Source: an optimization exercise on an open RTL-to-GDS flow (aim: small area, a short achievable clock period and few clock cycles per item). Production flows keep margins and buffers that such runs may drop.
Only simulation tests tie the RTL to the original design; equivalence was not proved.
No activity file was given, so power comes from the tool's default toggle rates.

== the baseline ==
==> flow/design.v <==
module magma_enc(
    input  clk,
    input  rst,
    input  start,
    input  [255:0] key,
    input  [63:0] block_in,
    output ready,
    output reg valid,
    output [31:0] data,
    output [31:0] data_out
);
localparam [511:0] SB0 = 512'h1f307d8e9b5a264cf0db74e1c5a93286069c471edaf2853bb9e35a076f4d128cc24be390d618a5f70e34187bac296fd573ad0b4fc19652e82bc96af43850de71;
localparam [511:0] SB1 = 512'hc1f307d8e9b5a2646f0db74e1c5a9328b069c471edaf2853cb9e35a076f4d1287c24be390d618a5f50e34187bac296fd873ad0b4fc19652e12bc96af43850de7;
reg [31:0] kr0, kr1, kr2, kr3, kr4, kr5, kr6, kr7;
reg [31:0] rk;
reg [31:0] a1, a0;
reg [4:0]  cnt;
reg        busy;
assign ready = !busy;
assign data_out = a0;
assign data     = a1;
wire [7:0]  gen, prop;
wire [31:0] t0, t1;
genvar n;
generate
    for (n = 0; n < 8; n = n + 1) begin : nib
        wire [3:0] x = a0[4*n+3:4*n];
        wire [3:0] k = rk[4*n+3:4*n];
        wire [3:0] gg = x & k;
        wire [3:0] tt = x | k;
        wire [3:0] pp = x ^ k;
        wire [3:0] s;
        assign s[0]  = pp[0];
        assign s[1]  = pp[1] ^ gg[0];
        assign s[2]  = pp[2] ^ (gg[1] | tt[1] & x[0] & k[0]);
        assign s[3]  = pp[3] ^ (gg[2] | tt[2] & x[1] & k[1] | tt[2] & tt[1] & x[0] & k[0]);
        assign gen[n]  = gg[3] | tt[3] & gg[2] | tt[3] & tt[2] & gg[1] | tt[3] & tt[2] & tt[1] & gg[0];
        assign prop[n] = gg[3] | tt[3] & gg[2] | tt[3] & tt[2] & gg[1] | tt[3] & tt[2] & tt[1] & tt[0];
        wire [63:0] row  = SB0[64*(7-n) +: 64];
        wire [63:0] row1 = SB1[64*(7-n) +: 64];
        assign t0[4*n+3:4*n] = row[4*s +: 4];
        assign t1[4*n+3:4*n] = row1[4*s +: 4];
    end
endgenerate
wire [7:0] cin;
assign cin[0] = 1'b0;
generate
    for (n = 1; n < 8; n = n + 1) begin : cy
        wire [n-1:0] term;
        genvar j;
        for (j = 0; j < n; j = j + 1) begin : tm
            if (j == n - 1) begin : last
                assign term[j] = gen[j];
            end else begin : mid
                assign term[j] = gen[j] & (&prop[n-1:j+1]);
            end
        end
        assign cin[n] = |term;
    end
endgenerate
wire [31:0] a1r = {a1[10:0], a1[31:11]};
wire [31:0] blr = {block_in[10:0], block_in[31:11]};
wire [31:0] v0 = a1r ^ t0;
wire [31:0] v1 = a1r ^ t1;
wire [31:0] sbx;
generate
    for (n = 0; n < 8; n = n + 1) begin : sel
        assign sbx[4*n+3:4*n] = !busy ? blr[4*n+3:4*n] : cin[n] ? v1[4*n+3:4*n] : v0[4*n+3:4*n];
    end
endgenerate
wire [31:0] a0_next = {sbx[20:0], sbx[31:21]};
reg [31:0] rk_next;
always @(*) begin
    if (cnt < 5'd23)
        rk_next = kr1;
    else
        case (cnt[1:0])
            2'd3: rk_next = kr0;    
            2'd0: rk_next = kr6;    
            2'd1: rk_next = kr4;    
            default: rk_next = kr2;  
        endcase
end
always @(posedge clk) begin
    if (!busy) begin
        kr0 <= key[255:224];
        kr1 <= key[223:192];
        kr2 <= key[191:160];
        kr3 <= key[159:128];
        kr4 <= key[127:96];
        kr5 <= key[95:64];
        kr6 <= key[63:32];
        kr7 <= key[31:0];
        rk  <= key[255:224];
        a1  <= block_in[63:32];
        cnt <= 5'd0;
    end else begin
        kr0 <= kr1;
        kr1 <= kr2;
        kr2 <= kr3;
        kr3 <= kr4;
        kr4 <= kr5;
        kr5 <= kr6;
        kr6 <= kr7;
        kr7 <= kr0;
        rk  <= rk_next;
        a1  <= a0;
        cnt <= cnt + 5'd1;
    end
end
always @(posedge clk) begin
    a0 <= a0_next;
end
always @(posedge clk) begin
    if (rst) begin
        busy  <= 1'b0;
        valid <= 1'b0;
    end else begin
        valid <= busy && (cnt == 5'd31);
        if (!busy)
            busy <= start;
        else if (cnt == 5'd31)
            busy <= 1'b0;
    end
end
endmodule
export LEC_CHECK = 0
export ABC_AREA = 1
export CAP_MARGIN = 20
export CORE_MARGIN = 2
export CORE_UTILIZATION = 55
export CTS_CLUSTER_DIAMETER = 100
export CTS_CLUSTER_SIZE = 24
export PLACE_DENSITY = 0.7
export SETUP_SLACK_MARGIN = 3.6
export SLEW_MARGIN = 20
create_clock -name core_clock -period 6.0 [get_ports {clk}]
standard.sh (not shown) runs the stock make flow with config.mk's settings and CLKGATE_MAP_FILE= SYNTH_SCRIPT=/design/flow/synth_recipe.tcl, a recipe that flattens the netlist after the stock synthesis.
==> flow/flow/run.sh <==
#!/bin/bash
cp standard.sh standard_sh.txt
export BUFFER_PORTS_ARGS="-buffer_cell sky130_fd_sc_hd__buf_1"
bash standard.sh > standard.log 2>&1
Testbench counts of the baseline, summed over its fixed seeds: cycles 25,344, items 768.
#### Input delta (the candidate over the baseline)
-- flow/config.mk --
<<< the baseline, line 15
export SETUP_SLACK_MARGIN = 3.6
>>> the candidate, line 15
export SETUP_SLACK_MARGIN = 3.65
The candidate reached the final stage; the timing, design-rule and antenna checks on its layout passed. | final cell count without fillers | the baseline vs the candidate | ≈ equal |. Compared with the baseline, the candidate shows filler cell count that has gone down slightly. The baseline has a higher path length in cells of the critical path than the candidate. Looking at wire length of the first global-routing pass, the candidate sits about 0.3% higher than the baseline does. Cell leakage power delta for the candidate relative to the baseline: about 0.6% higher. The candidate against the baseline: via count of the routed design held; fraction of area in registers held; time the worst path needs with I/O delays and setup went down 0.053 ns; sequential cell count of the final layout held; part of the power in the clock network held.

-- static timing again, ports no longer ideal --
How much do the figures lean on ideal ports? The routed layouts below were timed once more, with nothing changed but the port constraints.
Step 1: set_driving_cell puts a clkbuf_16 on clk and a buf_2 on each other input, an assumption about the parent block.
Step 2 adds t to the input delays and takes it off the output delays; t is the mean of the earliest and latest rising clock arrival at the registers after step 1. Input paths then give back, and output paths get back, about the clock's delay inside the block.
a / b / c = ideal ports / drivers / drivers and shift; a / b = the first two.
run | t, ns | setup WS [ns] | clock arrival spread, ns | slew at the worst register clock pin (ns)
the baseline | 0.576 | 3.619 / 3.582 / 3.619 | 0.021 / 0.020 | 0.10 / 0.10
the candidate | 0.576 | 3.671 / 3.621 / 3.768 | 0.017 / 0.018 | 0.10 / 0.10
After both steps setup and hold are still met in every run listed.
